This design comes from an exercise in tuning for small area, a short achievable clock period and few clock cycles on the open sky130 flow, not from production work. The RTL was checked by simulation tests, not by an equivalence proof against the original design.

[design.v]
module lzc64(input [63:0] x, output [6:0] z);
    wire [31:0] v1, p1;
    wire [15:0] v2; wire [31:0] p2;
    wire [7:0]  v3; wire [23:0] p3;
    wire [3:0]  v4; wire [15:0] p4;
    wire [1:0]  v5; wire [9:0]  p5;
    wire v6; wire [5:0] p6;
    genvar j;
    generate
        for (j = 0; j < 32; j = j + 1) begin : l1
            assign v1[j] = x[2*j+1] | x[2*j];
            assign p1[j] = ~x[2*j+1];
        end
        for (j = 0; j < 16; j = j + 1) begin : l2
            assign v2[j] = v1[2*j+1] | v1[2*j];
            assign p2[2*j+1:2*j] = v1[2*j+1] ? {1'b0, p1[2*j+1]} : {1'b1, p1[2*j]};
        end
        for (j = 0; j < 8; j = j + 1) begin : l3
            assign v3[j] = v2[2*j+1] | v2[2*j];
            assign p3[3*j+2:3*j] = v2[2*j+1] ? {1'b0, p2[4*j+3:4*j+2]} : {1'b1, p2[4*j+1:4*j]};
        end
        for (j = 0; j < 4; j = j + 1) begin : l4
            assign v4[j] = v3[2*j+1] | v3[2*j];
            assign p4[4*j+3:4*j] = v3[2*j+1] ? {1'b0, p3[6*j+5:6*j+3]} : {1'b1, p3[6*j+2:6*j]};
        end
        for (j = 0; j < 2; j = j + 1) begin : l5
            assign v5[j] = v4[2*j+1] | v4[2*j];
            assign p5[5*j+4:5*j] = v4[2*j+1] ? {1'b0, p4[8*j+7:8*j+4]} : {1'b1, p4[8*j+3:8*j]};
        end
    endgenerate
    assign v6 = v5[1] | v5[0];
    assign p6 = v5[1] ? {1'b0, p5[9:5]} : {1'b1, p5[4:0]};
    assign z = v6 ? {1'b0, p6} : 7'd64;
endmodule
module ks64(input [63:0] a, input [63:0] b, input cin, output [63:0] s, output cout);
    wire [64:0] g0 = {a & b, cin};
    wire [64:0] p0 = {a ^ b, 1'b0};
    wire [64:0] g1, p1, g2, p2, g3, p3, g4, p4, g5, p5, g6, p6, g7;
    genvar i;
    generate
        for (i = 0; i < 65; i = i + 1) begin : lv
            if (i >= 1) begin : a1 assign g1[i] = g0[i] | p0[i] & g0[i-1]; assign p1[i] = p0[i] & p0[i-1]; end
            else begin : b1 assign g1[i] = g0[i]; assign p1[i] = p0[i]; end
            if (i >= 2) begin : a2 assign g2[i] = g1[i] | p1[i] & g1[i-2]; assign p2[i] = p1[i] & p1[i-2]; end
            else begin : b2 assign g2[i] = g1[i]; assign p2[i] = p1[i]; end
            if (i >= 4) begin : a3 assign g3[i] = g2[i] | p2[i] & g2[i-4]; assign p3[i] = p2[i] & p2[i-4]; end
            else begin : b3 assign g3[i] = g2[i]; assign p3[i] = p2[i]; end
            if (i >= 8) begin : a4 assign g4[i] = g3[i] | p3[i] & g3[i-8]; assign p4[i] = p3[i] & p3[i-8]; end
            else begin : b4 assign g4[i] = g3[i]; assign p4[i] = p3[i]; end
            if (i >= 16) begin : a5 assign g5[i] = g4[i] | p4[i] & g4[i-16]; assign p5[i] = p4[i] & p4[i-16]; end
            else begin : b5 assign g5[i] = g4[i]; assign p5[i] = p4[i]; end
            if (i >= 32) begin : a6 assign g6[i] = g5[i] | p5[i] & g5[i-32]; assign p6[i] = p5[i] & p5[i-32]; end
            else begin : b6 assign g6[i] = g5[i]; assign p6[i] = p5[i]; end
            if (i >= 64) begin : a7 assign g7[i] = g6[i] | p6[i] & g6[i-64]; end
            else begin : b7 assign g7[i] = g6[i]; end
        end
    endgenerate
    assign s = p0[64:1] ^ g7[63:0];
    assign cout = g7[64];
endmodule
module ysyx_040066_Div(
    input clk,rst,
    input [63:0] src1_in,
    input [63:0] src2_in,
    input is_w,
    input [1:0] ALUctr_in,
    input in_valid,
    output reg in_ready,
    output reg out_valid,
    output [63:0] result
);
    wire div_signed = ~ALUctr_in[0];
    wire [63:0] src1 = {is_w ? {32{src1_in[31] & div_signed}} : src1_in[63:32], src1_in[31:0]};
    wire [63:0] src2 = {is_w ? {32{src2_in[31] & div_signed}} : src2_in[63:32], src2_in[31:0]};
    wire sx = src1[63] & div_signed;
    wire sy = src2[63] & div_signed;
    reg st_clz, st_shift, st_iter, st_post;
    reg [63:0] R;       
    reg [63:0] Q;       
    reg [63:0] D;       
    reg [5:0] count;
    reg xs, ys, aluctr;
    wire accept = in_ready & in_valid;
    wire [6:0] za, zb;
    lzc64 u_lza(.x(R), .z(za));
    lzc64 u_lzb(.x(D), .z(zb));
    wire [7:0] s_diff = {1'b0, zb} - {1'b0, za} + {7'b0, xs};
    wire b_zero = zb[6] & ~ys;            
    wire q_zero = s_diff[7];              
    wire do_neg = aluctr ? xs : (xs ^ ys);
    wire [63:0] inc_in = ((st_post & ~aluctr) ? Q : R) ^ {64{st_post & do_neg}};
    wire inc_c = st_post ? do_neg : xs;
    wire [63:0] inc_out = inc_in + {63'b0, inc_c};
    wire [63:0] d_sh = ~((D << count) | ({64{ys}} >> (7'd64 - {1'b0, count})));
    wire [63:0] sum;
    wire qbit;
    ks64 u_add(.a(R), .b(D), .cin(~ys), .s(sum), .cout(qbit));
    wire last = st_iter & (count == 6'd0);
    wire to_post = (st_clz & q_zero) | last;
    always @(posedge clk) begin
        if (rst) begin
            st_clz <= 1'b0; st_shift <= 1'b0; st_iter <= 1'b0; st_post <= 1'b0;
            in_ready <= 1'b1;
            out_valid <= 1'b0;
        end else begin
            st_clz <= accept;
            st_shift <= st_clz & ~q_zero;
            st_iter <= st_shift | (st_iter & ~last);
            st_post <= to_post;
            in_ready <= to_post | (in_ready & ~in_valid);
            out_valid <= st_post;
        end
    end
    always @(posedge clk) begin
        if (accept) begin
            R <= src1 ^ {64{sx}};
            D <= src2 ^ {64{sy}};
            xs <= sx;
            ys <= sy;
            aluctr <= ALUctr_in[1];
        end else begin
            if (st_clz) R <= inc_out;
            if (st_iter & qbit) R <= sum;
            if (st_shift) D <= d_sh;
            if (st_iter) D <= {1'b1, D[63:1]};
        end
        if (st_clz) count <= (b_zero | s_diff[6]) ? 6'd63 : s_diff[5:0];
        if (st_iter) count <= count - 6'd1;
    end
    always @(posedge clk) begin
        if (st_clz) Q <= 64'b0;
        if (st_iter) Q <= {Q[62:0], qbit};
        if (st_post) Q <= inc_out;
    end
    assign result = Q;
endmodule
[run.sh]
#!/bin/bash
# synth_recipe.tcl (not shown) runs the flow's synth.tcl, then flattens the netlist and writes it again
# the make line also repeats each setting of config.mk as NAME=value (left out here)
make -C /OpenROAD-flow-scripts/flow DESIGN_CONFIG=/design/flow/config.mk WORK_HOME=/design/flow/orfs CLKGATE_MAP_FILE= SYNTH_SCRIPT=/design/flow/synth_recipe.tcl finish
[config.mk]
export PLATFORM = sky130hd
export DESIGN_NAME = ysyx_040066_Div
export DESIGN_NICKNAME = ysyx_040066_Div
export VERILOG_FILES = /design/flow/design.v
export SDC_FILE = /design/flow/constraint.sdc
export NUM_CORES = 4
export LEC_CHECK = 0
export CAP_MARGIN = 20
export CORE_MARGIN = 2
export CORE_UTILIZATION = 55
export SETUP_SLACK_MARGIN = 5
export SLEW_MARGIN = 20
[constraint.sdc]
create_clock -name core_clock -period 7.5 [get_ports {clk}]
set_input_delay 1.5000 -clock core_clock [delete_from_list [all_inputs] [get_ports {clk}]]
set_output_delay 1.5000 -clock core_clock [all_outputs]
set_load 0.01 [all_outputs]
==> run_results.csv, run 1 <==
group,metric,value,unit
status,status,"stopped before the end",
status,failing_step,"global routing (5_1_grt)",
status,stop_error,"[ERROR GRT-0232] Routing congestion too high. Check the congestion heatmap in the GUI.",
synth,yosysWarnings,1,
clock_network,cts_sinks,207,
synth,async_flop_share,0,%
synth,yosysSeqAreaShare,26.1,%
grt,grt_max_degree,99,
placed_design,dp_hpwl,70100,um
synth,syn-cell-area,23600,um^2
synth,synthCells,2916,
grt,groute.usage.overall,88.5,%
synth,synth-seq-cells,207,
floorplanning,row_count,75,
clock_network,ctsHoldBuffers,0,
synth,synthFlopType,"edfxtp_1",
floorplanning,fp.dieH,211,um
placed_design,port_buffers,199,
synth,synth_edf_count,201,
timing,postGrtWorstEndpoint,"st_post$_SDFF_PP0_/D",
clock_network,cts_root_buf,"clkbuf_16",
timing,endpoint_type,"register data pin",
grt,grt.overflow.total,648,
placed_design,dp_slack,2.06,ns
floorplanning,die_w,211,um
placed_design,routabilityCongestion,1.05,
synth,mappedNetlistNets,3133,
clock_network,clockBufferDepth,3,
clock_network,cts_buffers,26,
synth,synth.distinct_cells,83,
clock_network,htreeDepth,1,
synth,syn_avg_cell_area,8.10,um^2
floorplanning,start_util,56.1,%
floorplanning,ioPinCount,200,
[worst min path at each step]
stage / endpoint / from / slack [ns]
after floorplan: st_iter / st_shift / 0.44
after global placement: st_iter / st_shift / 0.45
after detailed placement: st_iter / st_shift / 0.46
after CTS: st_iter / st_shift / 0.48
[timing repair]
action | 4_1_cts
endpoints found under the setup margin | 400
resized for setup | 1108
gates cloned | 34
buffers inserted | 408
pin swaps | 234
endpoints found under the hold margin | 0
[kinds of logic after synthesis]
kind of cell	count (synthesis)	synth area share, %
mux	147	9.21
buf+inv	282	4.70
fa+ha+maj	83	4.46
compound gates	881	24.4
xor+xnor	323	12.1
simple gates	993	19.1
flops	207	26.1
[cell usage after synthesis, types with 5 or more instances]
cell type	n	area, um^2
buf_1	32	120
nor3b_1	5	37.5
a211oi_1	75	563
nand2_1	311	1170
mux2_2	12	135
inv_1	55	206
o211ai_1	9	67.6
o221ai_1	35	307
o21bai_1	24	180
a2111oi_0	15	131
a31oi_1	27	169
o21a_1	6	45.0
mux2i_1	80	801
dfxtp_1	6	120
buf_2	21	105
a221oi_1	7	61.3
a22o_1	58	508
or3_1	12	75.1
xnor2_1	210	1840
nor3_1	86	430
a21oi_1	236	1180
o22ai_1	67	419
xor2_1	111	972
ha_1	81	1010
nor2_1	318	1190
nor2b_1	19	119
and3_1	24	150
o31ai_1	7	52.6
o21ai_0	184	921
a22oi_1	17	128
a21o_1	32	240
edfxtp_1	201	6040
nand4_1	39	244
clkbuf_1	167	627
nand3_1	75	375
mux4_2	55	1240
nand2b_1	12	75.1
nor4_1	48	300
or4_1	10	75.1
a221o_1	38	380
and2_1	12	75.1
[metal layers]
metal,overflow,track usage (%)
met5,3,54.5
met4,238,92.2
met3,46,79.3
met2,340,100
met1,21,86.3
[per-stage QoR]
stage	cell area [um^2]	hold slack, ns	instances	utilization, %
after floorplan	25000	0.438	2916	-
after global placement	26600	0.455	3464	63.0
after detailed placement	26600	0.458	3464	63.0
after CTS	35100	0.476	3953	83.3
Testbench counts, summed over its fixed seeds: cycles 43,191.
==> inputs of run 2 (changes only) <==
--- a/config.mk
+++ b/config.mk
@@ -7,6 +7,6 @@
 export LEC_CHECK = 0
 export CAP_MARGIN = 20
 export CORE_MARGIN = 2
-export CORE_UTILIZATION = 55
-export SETUP_SLACK_MARGIN = 5
+export CORE_UTILIZATION = 45
+export SETUP_SLACK_MARGIN = 4
 export SLEW_MARGIN = 20
==> run_results.csv, run 2 <==
group,metric,value,unit
status,status,"complete, no violations",
synth,syn_avg_cell_area,8.10,um^2
setup_path,setup.worst_path.class,"register to register",
synth,synth_commonest_cells,"318 x nor2_1, 311 x nand2_1, 236 x a21oi_1",
synth,synthAdderAreaFrac,4.46,%
detailed_routing,route.detailed.drc,0,
setup_path,crit_path_end_kind,"register",
final_layout,final_cell_mix,"298 x buf_4, 288 x nor2_1, 284 x nand2_1",
setup_path,start_kind,"register",
final_layout,drive_gt1_share,27.3,%
detailed_routing,wl_per_cell,30.2,um
detailed_routing,viasPerCell,6.99,
synth,yosysWarnings,1,
floorplanning,fp.dieH,233,um
final_layout,multi_input_area,19300,um^2
timing,worst_slack,3.13,ns
detailed_routing,drt-pass1-iter-count,7,
synth,async_flop_share,0,%
clock_network,cts_tree,"done",
synth,synth-compound-area-share,24.4,%
synth,synthFlopType,"edfxtp_1",
clock_network,clockBufferDepth,3,
final_layout,reg_top3,"D: 64 flops, Q: 64 flops, R: 64 flops",
floorplanning,die_area,54300,um^2
setup_path,cpMaxStageDelayCell,"or4b_4",
synth,yosysSeqAreaShare,26.1,%
grt,use_met1,54.4,%
timing,period_minus_slack,4.37,ns
timing,rsz0062_at_grt,"true",
synth,synth_top_area_cell,"edfxtp_1",
timing,hold_ws,0.629,ns
grt,grt.busiest_layer,"met2",
grt,grt.overflow.total,0,
setup_path,timing.critical_path.slowest_cell_delay,0.56,ns
timing,finalSetupViolations,0,
setup_path,crit_arrival,4.64,ns
timing,period_share,58.3,%
setup_path,r2r_slack,3.13,ns
final_layout,syn_to_final_growth,41.4,%
detailed_routing,vias,28223,
floorplanning,start_util,45.8,%
run,drv_cap,0,
final_layout,regArea,6160,um^2
setup_path,critical_path_required,7.77,ns
synth,synth_edf_count,201,
grt,met3_usage,10.0,%
grt,grt_pass1_vias,26340,
synth,synth-simple-area-share,19.1,%
timing,maxSlewHeadroom,17.3,%
setup_path,crit_chain,"nor2_1, nand2_1, or4b_4, o311a_1, nor3_2, o21ai_1, ha_1, inv_1, ha_2, inv_2, fa_2, inv_1, a21oi_1, o21bai_1, a21o_1, a21oi_2, xnor2_1, a211oi_2, buf_4, a22oi_1",
timing,clock_skew,0.0466,ns
floorplanning,ioPinCount,200,
clock_network,htreeDepth,1,
detailed_routing,antenna_left,0,
placed_design,dp_slack,2.41,ns
timing,fin_setup_tns,0,ns
setup_path,crit_end,"count[3]",
synth,synth.most_common_cell,"nor2_1",
timing,tightestPinTransition,1.24,ns
synth,synth.distinct_cells,83,
setup_path,worst_r2r_path_depth,20,
synth,synth.top_cell.area_share,25.6,%
placed_design,port_buffers,199,
grt,grt_pass1_wl,171000,um
detailed_routing,routed_wl,122000,um
grt,gr-usage-met2,64.7,%
clock_network,cts_sinks,207,
floorplanning,die_w,233,um
setup_path,critPathMaxFanout,6,
final_layout,final_common_cell,"buf_4",
clock_network,path_clk_slew,0.06,ns
setup_path,reg2reg_to,"count[3]",
setup_path,cp-startpoint,"D[44]",
timing,fmax,229,MHz
final_layout,finalNonFillerCells,4038,
placed_design,dpl.cell_count,3614,
timing,hold_viol,0,
floorplanning,row_count,83,
synth,mappedNetlistNets,3133,
final_layout,fill_cells,4125,
final_layout,nets,3554,
timing,slew_viol_final,0,
synth,synth_top_family_by_area,"compound AO/OA/AOI/OAI gates",
placed_design,dp_hpwl,77700,um
grt,groute.usage.overall,42.3,%
synth,synth_area_leaders,"edfxtp_1 26%, xnor2_1 7.8%, mux4_2 5.2%, nor2_1 5.1%, a21oi_1 5.0%",
clock_network,cts_buffers,26,
floorplanning,core,51600,um^2
clock_network,cts_root_buf,"clkbuf_16",
synth,synthCells,2916,
placed_design,routabilityCongestion,1.01,
synth,syn-cell-area,23600,um^2
synth,yosys.area_share.xor_xnor,12.1,%
grt,antenna_found_initial,5,
synth,synth_mux_area_share,9.21,%
setup_path,cpMostUsedCell,"inv_1",
grt,grt_max_degree,74,
synth,synth-seq-cells,207,
detailed_routing,drt_iter0_markers,3923,
min_path,min_path_type,"register to register",
setup_path,reg2reg_from,"D[44]",
clock_network,clk_latency,0.61,ns
## run 2: cell counts after synthesis
No cell type changed its count.
## run 2: cells by family after synthesis
kind of cell,count (synthesis)
AND/OR/NAND/NOR,993
adder cells (fa/ha/maj),83
buffers and inverters,282
multiplexers,147
AO/OA/AOI/OAI,881
flip-flops,207
XOR/XNOR,323
## run 2: worst min path at each step
stage	startpoint	endpoint	slack, ns	cells after the start
after global placement	st_shift	st_iter	0.47	2
after floorplan	st_shift	st_iter	0.43	2
after global routing	Q[9]	Q[10]	0.66	1
after CTS	Q[12]	Q[13]	0.63	1
final	Q[8]	Q[9]	0.63	1
after detailed placement	st_shift	st_iter	0.46	2
## run 2: stage by stage
stage | util [%] | cell area (um^2)
2_1_floorplan | - | 23900
3_3_place_gp | 50.7 | 26200
3_5_place_dp | 50.7 | 26200
4_1_cts | 60.6 | 31300
5_1_grt | 64.7 | 33400
6_report | 64.7 | 33400
## run 2: timing repair
| item | in CTS | in global routing |
|---|---|---|
| setup buffers | 240 | 114 |
| endpoints found under the setup margin | 286 | 243 |
| pin swaps | 169 | 152 |
| gates cloned | 16 | 5 |
| hold buffers | 0 | 0 |
| gates resized for setup | 415 | 236 |
## run 2: per-layer routing
| metal | share of wire [%] | up-vias |
|---|---|---|
| met2 | 43 | 2332 |
| met1 | 36 | 13423 |
| met3 | 12 | 638 |
| met4 | 7.9 | 4 |
| met5 | 0.018 | - |
| li1 | - | 11826 |
## run 2: worst max-delay path: cells and delay by family, from the launching register on
| family | cells | cell delay, ns |
|---|---|---|
| AND/OR/NAND/NOR | 4 | 1.13 |
| buffers and inverters | 4 | 0.34 |
| flip-flops | 1 | 0.51 |
| adder cells (fa/ha/maj) | 3 | 0.81 |
| AO/OA/AOI/OAI | 8 | 1.15 |
| XOR/XNOR | 1 | 0.13 |
## run 2: final cells by class
cell class	count	area share, %
Clock buffer	30	1.99
Timing Repair Buffer	608	17.8
Clock inverter	18	0.570
Inverter	58	0.719
Tap cell	680	2.55
Antenna cell	1	0.00749
Multi-Input combinational cell	2436	57.9
Sequential cell	207	18.5
==> inputs of run 3 (changes only) <==
--- a/design.v
+++ b/design.v
@@ -92,10 +92,21 @@
     wire inc_c = st_post ? do_neg : xs;
     wire [63:0] inc_out = inc_in + {63'b0, inc_c};
     wire [63:0] d_sh = ~((D << count) | ({64{ys}} >> (7'd64 - {1'b0, count})));
-    wire [63:0] sum;
-    wire qbit;
-    ks64 u_add(.a(R), .b(D), .cin(~ys), .s(sum), .cout(qbit));
-    wire last = st_iter & (count == 6'd0);
+    wire [63:0] Dh = {1'b1, D[63:1]};
+    wire [63:0] t1, t2, t3;
+    wire c1, c2, c3o;
+    ks64 u_add1(.a(R), .b(D), .cin(~ys), .s(t1), .cout(c1));
+    ks64 u_add2(.a(R), .b(Dh), .cin(~ys), .s(t2), .cout(c2));
+    wire [63:0] cs_s = R ^ D ^ Dh;
+    wire [64:0] cs_c = {(R & D) | (R & Dh) | (D & Dh), ~ys};
+    ks64 u_add3(.a(cs_s), .b(cs_c[63:0]), .cin(~ys), .s(t3), .cout(c3o));
+    wire c3 = cs_c[64] & c3o;
+    wire q1 = c1;
+    wire q0 = c1 ? c3 : c2;
+    wire last = st_iter & (count[5:1] == 5'd0);
+    wire single = last & ~count[0];
+    wire [63:0] r_next = single ? (c1 ? t1 : R) :
+                         q1 ? (q0 ? t3 : t1) : (q0 ? t2 : R);
     wire to_post = (st_clz & q_zero) | last;
     always @(posedge clk) begin
         if (rst) begin
@@ -120,16 +131,16 @@
             aluctr <= ALUctr_in[1];
         end else begin
             if (st_clz) R <= inc_out;
-            if (st_iter & qbit) R <= sum;
+            if (st_iter) R <= r_next;
             if (st_shift) D <= d_sh;
-            if (st_iter) D <= {1'b1, D[63:1]};
+            if (st_iter) D <= {2'b11, D[63:2]};
         end
         if (st_clz) count <= (b_zero | s_diff[6]) ? 6'd63 : s_diff[5:0];
-        if (st_iter) count <= count - 6'd1;
+        if (st_iter) count <= count - 6'd2;
     end
     always @(posedge clk) begin
         if (st_clz) Q <= 64'b0;
-        if (st_iter) Q <= {Q[62:0], qbit};
+        if (st_iter) Q <= single ? {Q[62:0], c1} : {Q[61:0], q1, q0};
         if (st_post) Q <= inc_out;
     end
     assign result = Q;
==> run_results.csv, run 3 <==
group,metric,value,unit
synth,synth_area_leaders,"edfxtp_1 17%, ha_1 7.6%, xnor2_1 7.2%, a21oi_1 6.1%, o21ai_0 6.1%",
final_layout,final_cell_mix,"488 x nand2_1, 445 x buf_4, 362 x a21oi_1",
timing,fin_setup_tns,0,ns
final_layout,syn_to_final_growth,41.8,%
final_layout,nets,5566,
timing,clock_skew,0.0252,ns
floorplanning,die_w,282,um
synth,mappedNetlistNets,4964,
clock_network,cts_buffers,34,
floorplanning,fp.dieH,282,um
setup_path,setup.worst_path.class,"register to register",
min_path,min_path_type,"register to register",
synth,synthFlopType,"edfxtp_1",
setup_path,reg2reg_from,"R[57]",
min_path,holdPathStages,2,
detailed_routing,drt_iter0_markers,7161,
clock_network,clk_latency,0.58,ns
synth,syn_avg_cell_area,7.63,um^2
synth,synthCells,4552,
clock_network,htreeDepth,2,
timing,rsz0062_at_grt,"true",
detailed_routing,route.detailed.drc,0,
detailed_routing,wl_per_cell,34.0,um
synth,syn-cell-area,34700,um^2
placed_design,place_area,38300,um^2
grt,grt_pass1_wl,288000,um
timing,finalSetupViolations,0,
grt,grt_pass1_vias,40479,
run,drv_cap,0,
floorplanning,row_count,101,
clock_network,path_clk_slew,0.07,ns
clock_network,cts_tree,"done",
synth,synth-seq-cells,207,
min_path,holdPathEnd,"st_iter",
detailed_routing,routed_wl,211000,um
setup_path,worst_r2r_path_depth,20,
grt,antenna_found_initial,9,
synth,synth_edf_count,201,
detailed_routing,drt-pass1-iter-count,8,
floorplanning,die_area,79400,um^2
timing,maxSlewHeadroom,16.7,%
placed_design,dpl.cell_count,5618,
clock_network,cts_sinks,207,
final_layout,drive_gt1_share,27.3,%
timing,period_share,61.6,%
synth,async_flop_share,0,%
setup_path,start_kind,"register",
setup_path,reg2reg_to,"count[1]",
timing,fmax,216,MHz
detailed_routing,viasPerCell,7.11,
status,status,"complete, no violations",
timing,tightestPinTransition,1.24,ns
placed_design,port_buffers,199,
setup_path,critical_path_required,7.81,ns
grt,grt.overflow.total,0,
setup_path,critPathMaxFanout,6,
grt,groute.usage.overall,50.2,%
final_layout,final_common_cell,"nand2_1",
synth,synth_commonest_cells,"524 x nand2_1, 425 x a21oi_1, 423 x o21ai_0",
placed_design,routabilityCongestion,1.07,
timing,period_minus_slack,4.62,ns
min_path,worstHoldStart,"st_shift",
floorplanning,core,76200,um^2
setup_path,crit_arrival,4.93,ns
synth,synth.most_common_cell,"nand2_1",
grt,grt_max_degree,73,
final_layout,final_area,49300,um^2
setup_path,r2r_slack,2.88,ns
detailed_routing,vias,44212,
floorplanning,ioPinCount,200,
setup_path,crit_path_end_kind,"register",
detailed_routing,antenna_left,0,
final_layout,reg_top3,"D: 64 flops, Q: 64 flops, R: 64 flops",
synth,synth.top_cell.area_share,17.4,%
timing,hold_viol,0,
synth,yosysSeqAreaShare,17.7,%
final_layout,finalNonFillerCells,6222,
floorplanning,start_util,45.6,%
clock_network,clockBufferDepth,3,
synth,yosysWarnings,1,
clock_network,ctsHoldBuffers,0,
synth,synth.distinct_cells,93,
placed_design,dp_hpwl,146000,um
synth,synth_top_area_cell,"edfxtp_1",
clock_network,cts_root_buf,"clkbuf_16",
timing,slew_viol_final,0,
==> run 3: metrics by stage <==
| step | worst slack, ns | hold slack (ns) | util (%) |
|---|---|---|---|
| after floorplan | 3.28 | 0.431 | - |
| after global placement | 1.45 | 0.440 | 50.3 |
| after detailed placement | 1.66 | 0.444 | 50.3 |
| after CTS | 3.11 | 0.472 | 60.5 |
| after global routing | 2.77 | 0.494 | 64.6 |
| final | 2.88 | 0.476 | 64.6 |
==> run 3: cell families after synthesis <==
group / synth area share (%)
xor gates and xnor gates: 11.1
and+or+nand+nor: 19.4
AOI/OAI and AO/OA: 28.7
muxes: 7.23
DFF: 17.7
adders and majority gates: 11.4
buffers and inverters: 4.45
==> run 3: critical path: stages (launching register included) <==
cell and delay, ns:
edfxtp_1 0.56, buf_4 0.23, nor4_1 0.30, nor2b_2 0.33, nand2_2 0.15, nor3_4 0.27, nand2_2 0.18, nor4_4 0.35
nor2_1 0.08, ha_1 0.34, inv_2 0.05, fa_2 0.39, inv_1 0.06, a21oi_1 0.05, o21bai_1 0.20, a21o_1 0.16
a21oi_2 0.07, xor2_2 0.19, o21ai_4 0.13, nor3b_2 0.17, a21oi_1 0.05
==> run 3: area by class of cell <==
cell class                      instances  area (um^2)
Sequential cell                       207         6160
Clock buffer                           39          891
Clock inverter                         23          270
Timing Repair Buffer                  827         8190
Inverter                              121          472
Antenna cell                           12         30.0
Multi-Input combinational cell       3963        32000
Tap cell                             1030         1290
Fill cell                            6495        26900
==> run 3: worst max path at each step <==
stage | startpoint | end | slack (ns) | depth (start not counted)
floorplan | aluctr | R[62] | 3.28 | 21
detailed placement | xs | R[60] | 1.66 | 15
global placement | ys | R[60] | 1.45 | 12
finish | R[57] | count[1] | 2.88 | 20
global route | R[57] | count[5] | 2.77 | 20
CTS | R[20] | count[2] | 3.11 | 21
==> run 3: layer usage <==
layer | routed length, um | GRT usage [%] | vias to the layer above
li1 | - | - | 18311
met1 | 73200 | 60.8 | 20804
met2 | 83900 | 71.8 | 3975
met3 | 32500 | 18.7 | 1114
met4 | 21500 | 38.7 | 8
met5 | 207 | 0 | -
==> run 3: timing repair <==
action	in CTS	in global routing
pin swaps	167	206
gates cloned	17	9
buffers inserted	368	136
endpoints found under the setup margin	327	246
resized for setup	640	394
hold endpoints to repair	0	0
Testbench counts of run 3, summed over its fixed seeds: cycles 25,698.
==> inputs of run 4 (changes only) <==
--- a/design.v
+++ b/design.v
@@ -74,24 +74,28 @@
     wire [63:0] src2 = {is_w ? {32{src2_in[31] & div_signed}} : src2_in[63:32], src2_in[31:0]};
     wire sx = src1[63] & div_signed;
     wire sy = src2[63] & div_signed;
-    reg st_clz, st_shift, st_iter, st_post;
+    reg [63:0] Ain;     
+    reg [63:0] Bin;     
+    reg xs_i, ys_i, al_i;
+    reg iv;             
+    reg sv;             
+    reg [5:0] cnt_i;    
+    reg qz_i;           
+    wire [6:0] za, zb;
+    lzc64 u_lza(.x(Ain), .z(za));
+    lzc64 u_lzb(.x(Bin), .z(zb));
+    wire [7:0] s_diff = {1'b0, zb} - {1'b0, za} + {7'b0, xs_i};
+    wire b_zero = zb[6] & ~ys_i;          
+    reg st_iter, st_post, first;
     reg [63:0] R;       
     reg [63:0] Q;       
     reg [63:0] D;       
     reg [5:0] count;
-    reg xs, ys, aluctr;
+    reg xs, ys, aluctr, qz;
+    wire handoff = iv & sv & ~st_iter;
     wire accept = in_ready & in_valid;
-    wire [6:0] za, zb;
-    lzc64 u_lza(.x(R), .z(za));
-    lzc64 u_lzb(.x(D), .z(zb));
-    wire [7:0] s_diff = {1'b0, zb} - {1'b0, za} + {7'b0, xs};
-    wire b_zero = zb[6] & ~ys;            
-    wire q_zero = s_diff[7];              
-    wire do_neg = aluctr ? xs : (xs ^ ys);
-    wire [63:0] inc_in = ((st_post & ~aluctr) ? Q : R) ^ {64{st_post & do_neg}};
-    wire inc_c = st_post ? do_neg : xs;
-    wire [63:0] inc_out = inc_in + {63'b0, inc_c};
-    wire [63:0] d_sh = ~((D << count) | ({64{ys}} >> (7'd64 - {1'b0, count})));
+    wire [63:0] a_abs = Ain + {63'b0, xs_i};
+    wire [63:0] d_sh = ~((Bin << cnt_i) | ({64{ys_i}} >> (7'd64 - {1'b0, cnt_i})));
     wire [63:0] Dh = {1'b1, D[63:1]};
     wire [63:0] t1, t2, t3;
     wire c1, c2, c3o;
@@ -107,41 +111,57 @@
     wire single = last & ~count[0];
     wire [63:0] r_next = single ? (c1 ? t1 : R) :
                          q1 ? (q0 ? t3 : t1) : (q0 ? t2 : R);
-    wire to_post = (st_clz & q_zero) | last;
+    wire [63:0] q_base = first ? 64'b0 : Q;
+    wire [63:0] q_next = single ? {q_base[62:0], c1} : {q_base[61:0], q1, q0};
+    wire do_neg = aluctr ? xs : (xs ^ ys);
+    wire [63:0] sel = aluctr ? R : (Q & {64{~qz}});
+    wire [63:0] res = (sel ^ {64{do_neg}}) + {63'b0, do_neg};
+    wire iv_n = accept | (iv & ~handoff);
+    wire sv_n = iv & ~handoff;
+    wire st_iter_n = (st_iter & ~last) | (handoff & ~qz_i);
+    wire st_post_n = last | (handoff & qz_i);
     always @(posedge clk) begin
         if (rst) begin
-            st_clz <= 1'b0; st_shift <= 1'b0; st_iter <= 1'b0; st_post <= 1'b0;
+            iv <= 1'b0; sv <= 1'b0;
+            st_iter <= 1'b0; st_post <= 1'b0;
             in_ready <= 1'b1;
             out_valid <= 1'b0;
         end else begin
-            st_clz <= accept;
-            st_shift <= st_clz & ~q_zero;
-            st_iter <= st_shift | (st_iter & ~last);
-            st_post <= to_post;
-            in_ready <= to_post | (in_ready & ~in_valid);
+            iv <= iv_n; sv <= sv_n;
+            st_iter <= st_iter_n; st_post <= st_post_n;
+            in_ready <= ~iv_n | (sv_n & ~st_iter_n);
             out_valid <= st_post;
         end
     end
     always @(posedge clk) begin
         if (accept) begin
-            R <= src1 ^ {64{sx}};
-            D <= src2 ^ {64{sy}};
-            xs <= sx;
-            ys <= sy;
-            aluctr <= ALUctr_in[1];
-        end else begin
-            if (st_clz) R <= inc_out;
-            if (st_iter) R <= r_next;
-            if (st_shift) D <= d_sh;
-            if (st_iter) D <= {2'b11, D[63:2]};
+            Ain <= src1 ^ {64{sx}};
+            Bin <= src2 ^ {64{sy}};
+            xs_i <= sx;
+            ys_i <= sy;
+            al_i <= ALUctr_in[1];
         end
-        if (st_clz) count <= (b_zero | s_diff[6]) ? 6'd63 : s_diff[5:0];
-        if (st_iter) count <= count - 6'd2;
-    end
-    always @(posedge clk) begin
-        if (st_clz) Q <= 64'b0;
-        if (st_iter) Q <= single ? {Q[62:0], c1} : {Q[61:0], q1, q0};
-        if (st_post) Q <= inc_out;
+        if (iv & ~sv) begin
+            cnt_i <= (b_zero | s_diff[6]) ? 6'd63 : s_diff[5:0];
+            qz_i <= s_diff[7];
+        end
+        if (handoff) begin
+            R <= a_abs;
+            D <= d_sh;
+            count <= cnt_i;
+            xs <= xs_i;
+            ys <= ys_i;
+            aluctr <= al_i;
+            qz <= qz_i;
+            first <= 1'b1;
+        end else if (st_iter) begin
+            R <= r_next;
+            D <= {2'b11, D[63:2]};
+            count <= count - 6'd2;
+            first <= 1'b0;
+        end
+        if (st_iter) Q <= q_next;
+        else if (st_post) Q <= res;
     end
     assign result = Q;
 endmodule
==> run_results.csv, run 4 <==
group,metric,value,unit
floorplanning,row_count,107,
synth,synth_edf_count,340,
final_layout,nets,5444,
final_layout,drive_gt1_share,21.4,%
placed_design,dp_slack,2.20,ns
synth,syn-cell-area,38600,um^2
floorplanning,core,85100,um^2
synth,yosysWarnings,1,
floorplanning,ioPinCount,200,
timing,fin_setup_tns,0,ns
timing,maxSlewHeadroom,24.9,%
synth,synth.most_common_cell,"nand2_1",
grt,grt_pass1_vias,36245,
synth,synth-simple-area-share,17.4,%
detailed_routing,drt_iter0_markers,3693,
placed_design,place_area,41700,um^2
timing,hold_viol,0,
synth,synth.distinct_cells,101,
setup_path,reg2reg_from,"D[1]",
clock_network,cts_tree,"done",
floorplanning,fp.dieH,297,um
grt,grt.overflow.total,0,
clock_network,cts_buffers,44,
setup_path,start_kind,"register",
timing,period_minus_slack,4.26,ns
synth,synth-seq-cells,347,
synth,synth_mux_area_share,5.43,%
detailed_routing,route.met2.wl,70800,um
timing,finalSetupViolations,0,
final_layout,final_cell_mix,"522 x nand2_1, 360 x nor2_1, 340 x edfxtp_1",
min_path,holdPathEnd,"aluctr",
status,status,"complete, no violations",
detailed_routing,wl_per_cell,25.4,um
detailed_routing,routed_wl,158000,um
setup_path,critical_path_required,7.84,ns
detailed_routing,met1_length,65300,um
synth,synthAdderAreaFrac,10.3,%
clock_network,clockBufferDepth,3,
synth,synth.top_cell.area_share,26.4,%
detailed_routing,vias,38601,
final_layout,final_area,50200,um^2
detailed_routing,wl_met3,13100,um
synth,syn_avg_cell_area,8.38,um^2
detailed_routing,drt-pass1-iter-count,7,
grt,grt_max_degree,158,
clock_network,htreeDepth,2,
clock_network,clk_latency,0.63,ns
floorplanning,die_w,297,um
setup_path,crit_family,"compound AO/OA/AOI/OAI gates",
setup_path,critPathMaxFanout,8,
synth,synth_top_area_cell,"edfxtp_1",
detailed_routing,antenna_left,0,
synth,synth-compound-area-share,23.1,%
placed_design,port_buffers,199,
setup_path,worst_r2r_path_depth,18,
synth,yosysSeqAreaShare,26.8,%
grt,grt_pass1_wl,230000,um
timing,fmax,234,MHz
setup_path,crit_path_end_kind,"register",
setup_path,crit_chain,"fa_1, buf_4, ha_4, nor2_1, a21oi_4, o2111ai_4, nand4b_1, a31oi_4, o21bai_4, a21o_4, a22oi_4, a31o_4, buf_12, buf_16, buf_6, mux2i_1, a21oi_1, a21oi_1",
floorplanning,start_util,45.3,%
clock_network,cts_root_buf,"clkbuf_16",
setup_path,cpMostUsedCell,"a21oi_1",
synth,yosys.area_share.xor_xnor,12.4,%
placed_design,routabilityCongestion,1.03,
floorplanning,die_area,88100,um^2
clock_network,path_clk_slew,0.06,ns
timing,slew_viol_final,0,
setup_path,reg2reg_to,"R[13]",
synth,synthFlopType,"edfxtp_1",
setup_path,setup.worst_path.class,"register to register",
setup_path,r2r_slack,3.24,ns
timing,tightestPinTransition,1.13,ns
timing,rsz0062_at_grt,"true",
synth,synth_commonest_cells,"543 x nand2_1, 395 x nor2_1, 383 x a21oi_1",
setup_path,timing.critical_path.slowest_cell_delay,0.53,ns
synth,async_flop_share,0,%
setup_path,path_buf_inv,4,
synth,synth_top_family_by_area,"compound AO/OA/AOI/OAI gates",
timing,clock_skew,0.0321,ns
setup_path,crit_arrival,4.60,ns
synth,mappedNetlistNets,5021,
run,drv_cap,0,
setup_path,cpMaxStageDelayCell,"fa_1",
detailed_routing,viasPerCell,6.22,
min_path,min_path_type,"register to register",
min_path,holdPathStages,0,
timing,worst_slack,3.24,ns
clock_network,cts_sinks,347,
timing,hold_ws,0.438,ns
synth,synth_area_leaders,"edfxtp_1 26%, xnor2_1 7.9%, ha_1 6.9%, nand2_1 5.3%, a21oi_1 5.0%",
synth,synthCells,4608,
detailed_routing,highest_layer,"met5",
detailed_routing,route.detailed.drc,0,
grt,groute.usage.overall,34.1,%
final_layout,n_antenna_cell,0,
timing,period_share,56.9,%
final_layout,final_common_cell,"nand2_1",
final_layout,syn_to_final_growth,30.0,%
min_path,worstHoldStart,"al_i",
grt,antenna_found_initial,1,
placed_design,dp_hpwl,118000,um
run 4: cell type report:
cell class | count | area [um^2]
Fill cell | 7646 | 35000
Timing Repair Buffer | 663 | 6670
Clock inverter | 31 | 402
Multi-Input combinational cell | 3843 | 29700
Inverter | 132 | 509
Sequential cell | 347 | 10400
Tap cell | 1144 | 1430
Clock buffer | 48 | 1120
run 4: cell families after synthesis:
group	Yosys count
compound gates	1412
flops	347
fa+ha+maj	279
buf+inv	420
simple gates	1458
xor+xnor	545
mux	147
run 4: what timing repair did:
action / CTS / global route
buffers inserted: 279 / 114
cloned: 17 / 3
endpoints found under the setup margin: 223 / 235
hold buffers: 0 / 0
resized for setup: 436 / 280
pin swaps: 161 / 165
run 4: how the worst max path moves through the flow:
stage	startpoint	to	cells past startpoint
after floorplan	D[56]	R[0]	15
after global placement	D[7]	R[6]	14
after detailed placement	D[6]	R[23]	17
after CTS	Bin[47]	cnt_i[2]	20
after global routing	D[1]	R[32]	17
final	D[1]	R[13]	18
run 4: worst register-to-register path: cells and delay by family (launching register included):
family	cells	cell delay [ns]
AOI/OAI and AO/OA	9	1.71
adders and majority gates	2	0.69
muxes	1	0.06
and+or+nand+nor	2	0.45
DFF	1	0.49
buffers and inverters	4	0.57
run 4: stage by stage:
step	utilization, %	std cells
after floorplan	-	4608
after global placement	48.9	5715
after detailed placement	48.9	5715
after CTS	56.2	6090
after global routing	58.9	6208
final	58.9	6208
run 4: per-layer routing:
layer  global-route usage (%)  vias up
met4                     15.4        2
met3                     4.98      302
met2                     54.0     1777
met1                     46.1    18718
met5                        0        -
li1                         -    17802
Testbench counts of run 4, summed over its fixed seeds: cycles 21,173.
==> inputs of run 5 (changes only) <==
--- a/design.v
+++ b/design.v
@@ -80,7 +80,6 @@
     reg iv;             
     reg sv;             
     reg [5:0] cnt_i;    
-    reg qz_i;           
     wire [6:0] za, zb;
     lzc64 u_lza(.x(Ain), .z(za));
     lzc64 u_lzb(.x(Bin), .z(zb));
@@ -90,9 +89,12 @@
     reg [63:0] R;       
     reg [63:0] Q;       
     reg [63:0] D;       
+    reg [63:0] OUT;     
     reg [5:0] count;
-    reg xs, ys, aluctr, qz;
-    wire handoff = iv & sv & ~st_iter;
+    reg xs, ys, aluctr, neg_f;
+    wire last = st_iter & (count[5:1] == 5'd0);
+    wire single = last & ~count[0];
+    wire handoff = iv & sv & (~st_iter | last);
     wire accept = in_ready & in_valid;
     wire [63:0] a_abs = Ain + {63'b0, xs_i};
     wire [63:0] d_sh = ~((Bin << cnt_i) | ({64{ys_i}} >> (7'd64 - {1'b0, cnt_i})));
@@ -107,19 +109,17 @@
     wire c3 = cs_c[64] & c3o;
     wire q1 = c1;
     wire q0 = c1 ? c3 : c2;
-    wire last = st_iter & (count[5:1] == 5'd0);
-    wire single = last & ~count[0];
     wire [63:0] r_next = single ? (c1 ? t1 : R) :
                          q1 ? (q0 ? t3 : t1) : (q0 ? t2 : R);
     wire [63:0] q_base = first ? 64'b0 : Q;
     wire [63:0] q_next = single ? {q_base[62:0], c1} : {q_base[61:0], q1, q0};
     wire do_neg = aluctr ? xs : (xs ^ ys);
-    wire [63:0] sel = aluctr ? R : (Q & {64{~qz}});
-    wire [63:0] res = (sel ^ {64{do_neg}}) + {63'b0, do_neg};
+    wire [63:0] res = (Q ^ {64{neg_f}}) + {63'b0, neg_f};
     wire iv_n = accept | (iv & ~handoff);
     wire sv_n = iv & ~handoff;
-    wire st_iter_n = (st_iter & ~last) | (handoff & ~qz_i);
-    wire st_post_n = last | (handoff & qz_i);
+    wire st_iter_n = (st_iter & ~last) | handoff;
+    wire [5:0] count_n = handoff ? cnt_i : count - 6'd2;
+    wire last_n = st_iter_n & (count_n[5:1] == 5'd0);
     always @(posedge clk) begin
         if (rst) begin
             iv <= 1'b0; sv <= 1'b0;
@@ -128,8 +128,8 @@
             out_valid <= 1'b0;
         end else begin
             iv <= iv_n; sv <= sv_n;
-            st_iter <= st_iter_n; st_post <= st_post_n;
-            in_ready <= ~iv_n | (sv_n & ~st_iter_n);
+            st_iter <= st_iter_n; st_post <= last;
+            in_ready <= ~iv_n | (sv_n & (~st_iter_n | last_n));
             out_valid <= st_post;
         end
     end
@@ -141,27 +141,21 @@
             ys_i <= sy;
             al_i <= ALUctr_in[1];
         end
-        if (iv & ~sv) begin
-            cnt_i <= (b_zero | s_diff[6]) ? 6'd63 : s_diff[5:0];
-            qz_i <= s_diff[7];
-        end
+        if (iv & ~sv) cnt_i <= (s_diff[7] & ~b_zero) ? 6'd0 : (b_zero | s_diff[6]) ? 6'd63 : s_diff[5:0];
         if (handoff) begin
-            R <= a_abs;
-            D <= d_sh;
-            count <= cnt_i;
             xs <= xs_i;
             ys <= ys_i;
             aluctr <= al_i;
-            qz <= qz_i;
-            first <= 1'b1;
-        end else if (st_iter) begin
-            R <= r_next;
-            D <= {2'b11, D[63:2]};
-            count <= count - 6'd2;
-            first <= 1'b0;
         end
-        if (st_iter) Q <= q_next;
-        else if (st_post) Q <= res;
+        if (last) neg_f <= do_neg;
     end
-    assign result = Q;
+    always @(posedge clk) begin
+        R <= handoff ? a_abs : r_next;
+        D <= handoff ? d_sh : {2'b11, D[63:2]};
+        count <= count_n;
+        first <= handoff;
+        Q <= (last & aluctr) ? r_next : q_next;
+        OUT <= res;
+    end
+    assign result = OUT;
 endmodule
==> run_results.csv, run 5 <==
group,metric,value,unit
setup_path,timing.critical_path.slowest_cell_delay,0.58,ns
clock_network,clk_latency,0.65,ns
final_layout,multi_input_area,31100,um^2
final_layout,syn_to_final_growth,26.9,%
timing,maxSlewHeadroom,19.5,%
synth,synth_commonest_cells,"554 x nand2_1, 522 x nor2_1, 349 x a21oi_1",
synth,syn-cell-area,39200,um^2
clock_network,path_clk_slew,0.07,ns
setup_path,crit_path_end_kind,"register",
detailed_routing,viasPerCell,6.40,
setup_path,path_buf_inv,6,
setup_path,crit_chain,"inv_2, fa_1, inv_2, ha_4, a21oi_2, o21ai_2, a32oi_2, a21oi_2, o211ai_1, buf_4, a21oi_4, a41oi_4, buf_4, buf_6, buf_6, a21o_4, a311o_1, a32o_2, o21ai_4",
clock_network,cts_buffers,49,
floorplanning,row_count,108,
synth,synth.top_cell.area_share,13.7,%
final_layout,finalNonFillerCells,6276,
synth,synth.most_common_cell,"nand2_1",
timing,hold_viol,0,
min_path,min_path_type,"register to register",
grt,grt_max_degree,86,
timing,rsz0062_at_grt,"true",
synth,mappedNetlistNets,5270,
setup_path,crit_cells,19,
synth,async_flop_share,0,%
run,drv_cap,0,
final_layout,regArea,9830,um^2
final_layout,drive_gt1_share,20.1,%
synth,synth_top_area_cell,"dfxtp_1",
floorplanning,fp.dieH,299,um
setup_path,setup.worst_path.class,"register to register",
clock_network,cts_sinks,410,
setup_path,crit_arrival,4.87,ns
setup_path,worst_r2r_path_depth,19,
clock_network,htreeDepth,2,
detailed_routing,antenna_left,0,
placed_design,routabilityCongestion,1.05,
setup_path,cpMaxStageDelayCell,"fa_1",
floorplanning,die_w,299,um
clock_network,cts_root_buf,"clkbuf_16",
synth,synth_area_leaders,"dfxtp_1 14%, edfxtp_1 11%, ha_1 6.8%, xnor2_1 6.0%, mux2i_1 5.9%",
placed_design,dpl.cell_count,5942,
detailed_routing,route.detailed.drc,0,
floorplanning,die_area,89400,um^2
final_layout,nets,5492,
setup_path,start_kind,"register",
status,status,"complete, no violations",
final_layout,fill_cells,7858,
detailed_routing,routed_wl,173000,um
timing,finalSetupViolations,0,
grt,grt_pass1_vias,38303,
synth,yosysSeqAreaShare,24.6,%
synth,syn_avg_cell_area,8.06,um^2
detailed_routing,drt_iter0_markers,4085,
synth,synth-seq-cells,410,
timing,fmax,231,MHz
timing,tightestPinTransition,1.21,ns
final_layout,final_common_cell,"nand2_1",
grt,groute.usage.overall,37.6,%
timing,slew_viol_final,0,
setup_path,crit_family,"compound AO/OA/AOI/OAI gates",
final_layout,final_cell_mix,"544 x nand2_1, 496 x nor2_1, 305 x a21oi_1",
min_path,holdPathStages,0,
floorplanning,ioPinCount,200,
synth,synth_edf_count,142,
placed_design,port_buffers,199,
timing,period_minus_slack,4.33,ns
detailed_routing,wl_per_cell,27.6,um
synth,synth.distinct_cells,93,
clock_network,cts_tree,"done",
timing,period_share,57.7,%
floorplanning,core,86500,um^2
placed_design,dp_hpwl,131000,um
clock_network,clockBufferDepth,3,
setup_path,critPathMaxFanout,6,
grt,grt_pass1_wl,252000,um
grt,antenna_found_initial,10,
timing,fin_setup_tns,0,ns
setup_path,critical_path_required,8.05,ns
detailed_routing,vias,40147,
grt,grt.overflow.total,0,
timing,clock_skew,0.0396,ns
synth,synthFlopType,"dfxtp_1",
synth,synthCells,4857,
floorplanning,start_util,45.3,%
synth,yosysWarnings,1,
detailed_routing,drt-pass1-iter-count,6,
## run 5: timing repair
action,CTS,global route
pin swaps,136,82
buffers inserted,162,52
resized for setup,620,178
hold buffers,0,0
setup endpoints to repair,198,159
gates cloned,25,1
## run 5: final cells by class
| type | instances | area share, % |
|---|---|---|
| Tap cell | 1155 | 2.91 |
| Antenna cell | 4 | 0.0201 |
| Clock inverter | 28 | 0.841 |
| Multi-Input combinational cell | 4020 | 62.6 |
| Inverter | 125 | 0.975 |
| Clock buffer | 61 | 2.64 |
| Timing Repair Buffer | 473 | 10.2 |
| Sequential cell | 410 | 19.8 |
## run 5: worst paths after layout
| check | from | endpoint | slack, ns |
|---|---|---|---|
| min | al_i | aluctr | 0.43 |
| max reg2reg | D[10] | R[57] | 3.17 |
| min reg2reg | al_i | aluctr | 0.43 |
| max | D[10] | R[57] | 3.17 |
## run 5: per-layer routing
layer	GRT usage, %	up-vias	routed length, um
met5	0	-	28
met4	25.4	4	14500
met3	7.84	582	14700
met2	59.2	2062	76800
met1	46.4	19337	67300
li1	-	18162	-
## run 5: logic make-up (layout without fill, tap and decap cells)
| logic type | after synthesis | after routing | share of synthesized area (%) |
|---|---|---|---|
| AND/OR/NAND/NOR | 1677 | 1680 | 19.8 |
| XOR/XNOR | 458 | 458 | 10.2 |
| multiplexers | 341 | 341 | 10.5 |
| adder cells (fa/ha/maj) | 279 | 279 | 10.2 |
| flip-flops | 410 | 410 | 24.6 |
| buffers and inverters | 432 | 687 | 4.30 |
| AO/OA/AOI/OAI | 1260 | 1262 | 20.4 |
| other | 0 | 4 | 0 |
## run 5: per-stage QoR
stage               setup slack, ns  util (%)  cell area, um^2  hold WS (ns)
floorplan                      3.89         -            39700         0.400
global placement               1.27      48.7            42100         0.404
detailed placement             1.19      48.7            42100         0.412
CTS                            3.23      55.9            48400         0.427
global route                   3.10      57.4            49700         0.446
finish                         3.17      57.4            49700         0.425
Testbench counts of run 5, summed over its fixed seeds: cycles 19,182.
==> inputs of run 6 (changes only) <==
--- a/design.v
+++ b/design.v
@@ -35,28 +35,52 @@
 module ks64(input [63:0] a, input [63:0] b, input cin, output [63:0] s, output cout);
     wire [64:0] g0 = {a & b, cin};
     wire [64:0] p0 = {a ^ b, 1'b0};
-    wire [64:0] g1, p1, g2, p2, g3, p3, g4, p4, g5, p5, g6, p6, g7;
-    genvar i;
+    wire [64:0] g [0:7];
+    wire [64:0] p [0:7];
+    assign g[0] = g0; assign p[0] = p0;
+    genvar l, i;
     generate
-        for (i = 0; i < 65; i = i + 1) begin : lv
-            if (i >= 1) begin : a1 assign g1[i] = g0[i] | p0[i] & g0[i-1]; assign p1[i] = p0[i] & p0[i-1]; end
-            else begin : b1 assign g1[i] = g0[i]; assign p1[i] = p0[i]; end
-            if (i >= 2) begin : a2 assign g2[i] = g1[i] | p1[i] & g1[i-2]; assign p2[i] = p1[i] & p1[i-2]; end
-            else begin : b2 assign g2[i] = g1[i]; assign p2[i] = p1[i]; end
-            if (i >= 4) begin : a3 assign g3[i] = g2[i] | p2[i] & g2[i-4]; assign p3[i] = p2[i] & p2[i-4]; end
-            else begin : b3 assign g3[i] = g2[i]; assign p3[i] = p2[i]; end
-            if (i >= 8) begin : a4 assign g4[i] = g3[i] | p3[i] & g3[i-8]; assign p4[i] = p3[i] & p3[i-8]; end
-            else begin : b4 assign g4[i] = g3[i]; assign p4[i] = p3[i]; end
-            if (i >= 16) begin : a5 assign g5[i] = g4[i] | p4[i] & g4[i-16]; assign p5[i] = p4[i] & p4[i-16]; end
-            else begin : b5 assign g5[i] = g4[i]; assign p5[i] = p4[i]; end
-            if (i >= 32) begin : a6 assign g6[i] = g5[i] | p5[i] & g5[i-32]; assign p6[i] = p5[i] & p5[i-32]; end
-            else begin : b6 assign g6[i] = g5[i]; assign p6[i] = p5[i]; end
-            if (i >= 64) begin : a7 assign g7[i] = g6[i] | p6[i] & g6[i-64]; end
-            else begin : b7 assign g7[i] = g6[i]; end
+        for (l = 0; l < 7; l = l + 1) begin : lv
+            for (i = 0; i < 65; i = i + 1) begin : bt
+                if ((i >> l) & 1) begin : m
+                    assign g[l+1][i] = g[l][i] | p[l][i] & g[l][((i >> l) << l) - 1];
+                    assign p[l+1][i] = p[l][i] & p[l][((i >> l) << l) - 1];
+                end else begin : n
+                    assign g[l+1][i] = g[l][i];
+                    assign p[l+1][i] = p[l][i];
+                end
+            end
         end
     endgenerate
-    assign s = p0[64:1] ^ g7[63:0];
-    assign cout = g7[64];
+    assign s = p0[64:1] ^ g[7][63:0];
+    wire [63:0] tg0 = a & b, tp0 = a ^ b;
+    wire [31:0] tg1, tp1; wire [15:0] tg2, tp2; wire [7:0] tg3, tp3;
+    wire [3:0] tg4, tp4; wire [1:0] tg5, tp5; wire tg6, tp6;
+    generate
+        for (i = 0; i < 32; i = i + 1) begin : c1
+            assign tg1[i] = tg0[2*i+1] | tp0[2*i+1] & tg0[2*i];
+            assign tp1[i] = tp0[2*i+1] & tp0[2*i];
+        end
+        for (i = 0; i < 16; i = i + 1) begin : c2
+            assign tg2[i] = tg1[2*i+1] | tp1[2*i+1] & tg1[2*i];
+            assign tp2[i] = tp1[2*i+1] & tp1[2*i];
+        end
+        for (i = 0; i < 8; i = i + 1) begin : c3
+            assign tg3[i] = tg2[2*i+1] | tp2[2*i+1] & tg2[2*i];
+            assign tp3[i] = tp2[2*i+1] & tp2[2*i];
+        end
+        for (i = 0; i < 4; i = i + 1) begin : c4
+            assign tg4[i] = tg3[2*i+1] | tp3[2*i+1] & tg3[2*i];
+            assign tp4[i] = tp3[2*i+1] & tp3[2*i];
+        end
+        for (i = 0; i < 2; i = i + 1) begin : c5
+            assign tg5[i] = tg4[2*i+1] | tp4[2*i+1] & tg4[2*i];
+            assign tp5[i] = tp4[2*i+1] & tp4[2*i];
+        end
+    endgenerate
+    assign tg6 = tg5[1] | tp5[1] & tg5[0];
+    assign tp6 = tp5[1] & tp5[0];
+    assign cout = tg6 | tp6 & cin;
 endmodule
 module ysyx_040066_Div(
     input clk,rst,
@@ -80,9 +104,12 @@
     reg iv;             
     reg sv;             
     reg [5:0] cnt_i;    
-    wire [6:0] za, zb;
-    lzc64 u_lza(.x(Ain), .z(za));
-    lzc64 u_lzb(.x(Bin), .z(zb));
+    wire [63:0] a_x = src1 ^ {64{sx}};
+    wire [63:0] b_x = src2 ^ {64{sy}};
+    wire [6:0] za_w, zb_w;
+    lzc64 u_lza(.x(a_x), .z(za_w));
+    lzc64 u_lzb(.x(b_x), .z(zb_w));
+    reg [6:0] za, zb;
     wire [7:0] s_diff = {1'b0, zb} - {1'b0, za} + {7'b0, xs_i};
     wire b_zero = zb[6] & ~ys_i;          
     reg st_iter, st_post, first;
@@ -135,8 +162,10 @@
     end
     always @(posedge clk) begin
         if (accept) begin
-            Ain <= src1 ^ {64{sx}};
-            Bin <= src2 ^ {64{sy}};
+            Ain <= a_x;
+            Bin <= b_x;
+            za <= za_w;
+            zb <= zb_w;
             xs_i <= sx;
             ys_i <= sy;
             al_i <= ALUctr_in[1];
==> run_results.csv, run 6 <==
group,metric,value,unit
floorplanning,core,82100,um^2
synth,syn_avg_cell_area,8.28,um^2
setup_path,critical_path_required,8.00,ns
synth,async_flop_share,0,%
timing,tightestPinTransition,1.05,ns
clock_network,clk_latency,0.64,ns
setup_path,cpMaxStageDelayCell,"fa_1",
grt,grt.overflow.total,0,
clock_network,htreeDepth,2,
grt,grt_max_degree,90,
synth,mappedNetlistNets,4932,
floorplanning,fp.dieH,292,um
floorplanning,die_area,85200,um^2
timing,period_minus_slack,4.10,ns
detailed_routing,drt_iter0_markers,3589,
clock_network,cts_buffers,51,
setup_path,reg2reg_to,"Q[56]",
clock_network,clockBufferDepth,3,
timing,fmax,244,MHz
timing,rsz0062_at_grt,"true",
setup_path,critPathMaxFanout,6,
final_layout,final_common_cell,"nand2_1",
clock_network,cts_tree,"done",
setup_path,timing.critical_path.slowest_cell_delay,0.58,ns
grt,grt_pass1_wl,210000,um
setup_path,worst_r2r_path_depth,15,
timing,slew_viol_final,0,
floorplanning,start_util,45.4,%
min_path,holdPathStages,1,
detailed_routing,wl_per_cell,24.3,um
floorplanning,die_w,292,um
timing,period_share,54.7,%
grt,groute.usage.overall,32.0,%
grt,antenna_found_initial,9,
final_layout,syn_to_final_growth,27.1,%
final_layout,final_cell_mix,"520 x nand2_1, 425 x nor2_1, 317 x a21oi_1",
setup_path,crit_chain,"fa_1, ha_4, and3_4, a221o_1, a211oi_2, o32ai_4, a2111oi_2, buf_4, a31oi_4, nand2b_4, and2_4, buf_12, mux2_2, mux2i_4, o22ai_2",
clock_network,cts_root_buf,"clkbuf_16",
synth,synth_area_leaders,"dfxtp_1 14%, edfxtp_1 13%, ha_1 7.1%, xnor2_1 6.6%, nand2_1 5.4%",
timing,clock_skew,0.0359,ns
timing,maxSlewHeadroom,29.3,%
detailed_routing,drt-pass1-iter-count,6,
placed_design,routabilityCongestion,1.00,
timing,finalSetupViolations,0,
setup_path,reg2reg_from,"D[55]",
synth,syn-cell-area,37300,um^2
timing,hold_viol,0,
detailed_routing,routed_wl,143000,um
min_path,holdPathEnd,"out_valid",
synth,synth_top_area_cell,"dfxtp_1",
min_path,worstHoldStart,"st_post",
detailed_routing,antenna_left,0,
final_layout,fill_cells,7350,
placed_design,dp_slack,2.07,ns
detailed_routing,vias,36303,
setup_path,crit_arrival,4.60,ns
final_layout,finalNonFillerCells,5888,
synth,synthFlopType,"dfxtp_1",
detailed_routing,route.detailed.drc,0,
clock_network,cts_sinks,424,
status,status,"complete, no violations",
synth,yosysWarnings,2,
min_path,min_path_type,"register to register",
setup_path,crit_path_end_kind,"register",
placed_design,port_buffers,199,
synth,synth_commonest_cells,"540 x nand2_1, 441 x nor2_1, 363 x a21oi_1",
timing,fin_setup_tns,0,ns
synth,synth_edf_count,156,
placed_design,dpl.cell_count,5568,
synth,synth.most_common_cell,"nand2_1",
synth,yosysSeqAreaShare,27.0,%
floorplanning,ioPinCount,200,
synth,synth.distinct_cells,98,
grt,grt_pass1_vias,33694,
run,drv_cap,0,
detailed_routing,viasPerCell,6.17,
final_layout,drive_gt1_share,20.2,%
setup_path,start_kind,"register",
synth,synth.top_cell.area_share,14.4,%
final_layout,nets,5201,
timing,hold_ws,0.466,ns
synth,synthCells,4504,
setup_path,setup.worst_path.class,"register to register",
clock_network,path_clk_slew,0.06,ns
floorplanning,row_count,105,
setup_path,r2r_slack,3.40,ns
timing,worst_slack,3.40,ns
synth,synth-seq-cells,424,
placed_design,dp_hpwl,103000,um
run 6: cell types whose count changed after synthesis, moves of 15 or more:
cell | previous run | this run
a21o_1 | 99 | 57
nor4_1 | 53 | 26
o2bb2ai_1 | 28 | 7
o22ai_1 | 62 | 93
nor3_1 | 129 | 94
nor2_1 | 522 | 441
nand4_1 | 98 | 61
xor2_1 | 191 | 141
mux2i_1 | 229 | 163
fa_1 | 66 | 81
mux2_2 | 61 | 29
nand3_1 | 81 | 107
o21ai_0 | 302 | 285
clkbuf_1 | 237 | 170
run 6: worst max-delay path by stage:
stage / depth (start not counted) / from / slack, ns / end
2_1_floorplan: 10 / is_w / 3.65 / za[0]
3_3_place_gp: 12 / ALUctr_in[0] / 2.11 / zb[2]
3_5_place_dp: 13 / is_w / 2.07 / za[0]
4_1_cts: 15 / D[13] / 3.40 / Q[37]
5_1_grt: 15 / R[17] / 3.37 / R[37]
6_report: 15 / D[55] / 3.40 / Q[56]
run 6: area by class of cell:
cell class / count / area, um^2 / share of cell area (%)
Clock buffer: 68 / 1420 / 3.00
Sequential cell: 424 / 10200 / 21.6
Antenna cell: 3 / 7.51 / 0.0158
Multi-Input combinational cell: 3712 / 28800 / 60.8
Inverter: 138 / 542 / 1.14
Clock inverter: 27 / 229 / 0.483
Timing Repair Buffer: 446 / 4800 / 10.1
Tap cell: 1070 / 1340 / 2.83
run 6: kinds of logic (layout without fill, tap and decap cells):
kind of cell / after synthesis / after routing / synth area share [%]
simple gates: 1508 / 1522 / 18.6
compound gates: 1235 / 1235 / 20.8
flops: 424 / 424 / 27.0
xor+xnor: 421 / 421 / 9.89
buf+inv: 382 / 679 / 4.13
fa+ha+maj: 294 / 294 / 11.5
mux: 240 / 240 / 8.15
other cells: 0 / 3 / 0
run 6: routing by layer:
layer | up-vias | wire, um | GRT usage [%]
li1 | 16991 | - | -
met1 | 17267 | 60000 | 43.1
met2 | 1710 | 62700 | 49.7
met3 | 329 | 13300 | 6.71
met4 | 6 | 7230 | 13.8
met5 | - | 37 | 0
run 6: critical path: cells and delay by family (launching register included):
| kind | cells | cell delay, ns |
|---|---|---|
| AOI/OAI and AO/OA | 6 | 1.28 |
| adders and majority gates | 2 | 0.80 |
| buffers and inverters | 2 | 0.34 |
| DFF | 1 | 0.36 |
| muxes | 2 | 0.52 |
| and+or+nand+nor | 3 | 0.65 |
run 6: repair_timing:
item                       4_1_cts  5_1_grt
buffers inserted               117       77
resized for setup              500      299
cloned                          23        5
pin swaps                      129      126
setup endpoints to repair      202      163
hold buffers                     0        0
run 6: through the flow:
stage	util (%)	instance area (um^2)
after floorplan	-	37800
after global placement	49.1	40300
after detailed placement	49.1	40300
after CTS	55.2	45300
after global routing	57.7	47400
final	57.7	47400
Testbench counts of run 6, summed over its fixed seeds: cycles 19,182.

[what the ideal ports hide]
How much do the figures lean on ideal ports? The routed layouts below were timed once more, with nothing changed but the port constraints.
Step 1 assumes that a clkbuf_16 drives the clock port and a buf_2 every other input.
Step 2 moves the port delays by t, midway between the first and last clock arrival at a register: inputs arrive t later, outputs are due t later. That takes back most of the time a late clock gives input paths.
a / b / c = ideal ports / drivers / drivers and shift; a / b = the first two.
run | shift t [ns] | setup slack, ns | hold slack, ns
run 2 | 0.647 | 3.131 / 3.131 / 3.131 | 0.629 / 0.629 / 0.629
run 3 | 0.637 | 2.881 / 2.881 / 2.881 | 0.476 / 0.476 / 0.476
run 4 | 0.690 | 3.235 / 3.235 / 3.235 | 0.438 / 0.438 / 0.438
run 5 | 0.704 | 3.172 / 3.172 / 3.172 | 0.425 / 0.425 / 0.425
run 6 | 0.702 | 3.400 / 3.400 / 3.349 | 0.466 / 0.466 / 0.466
After both steps every run listed still meets setup and hold. The setup slack of run 6, which loses most, moves by 0.000 ns with the drivers and by -0.051 ns with both steps.
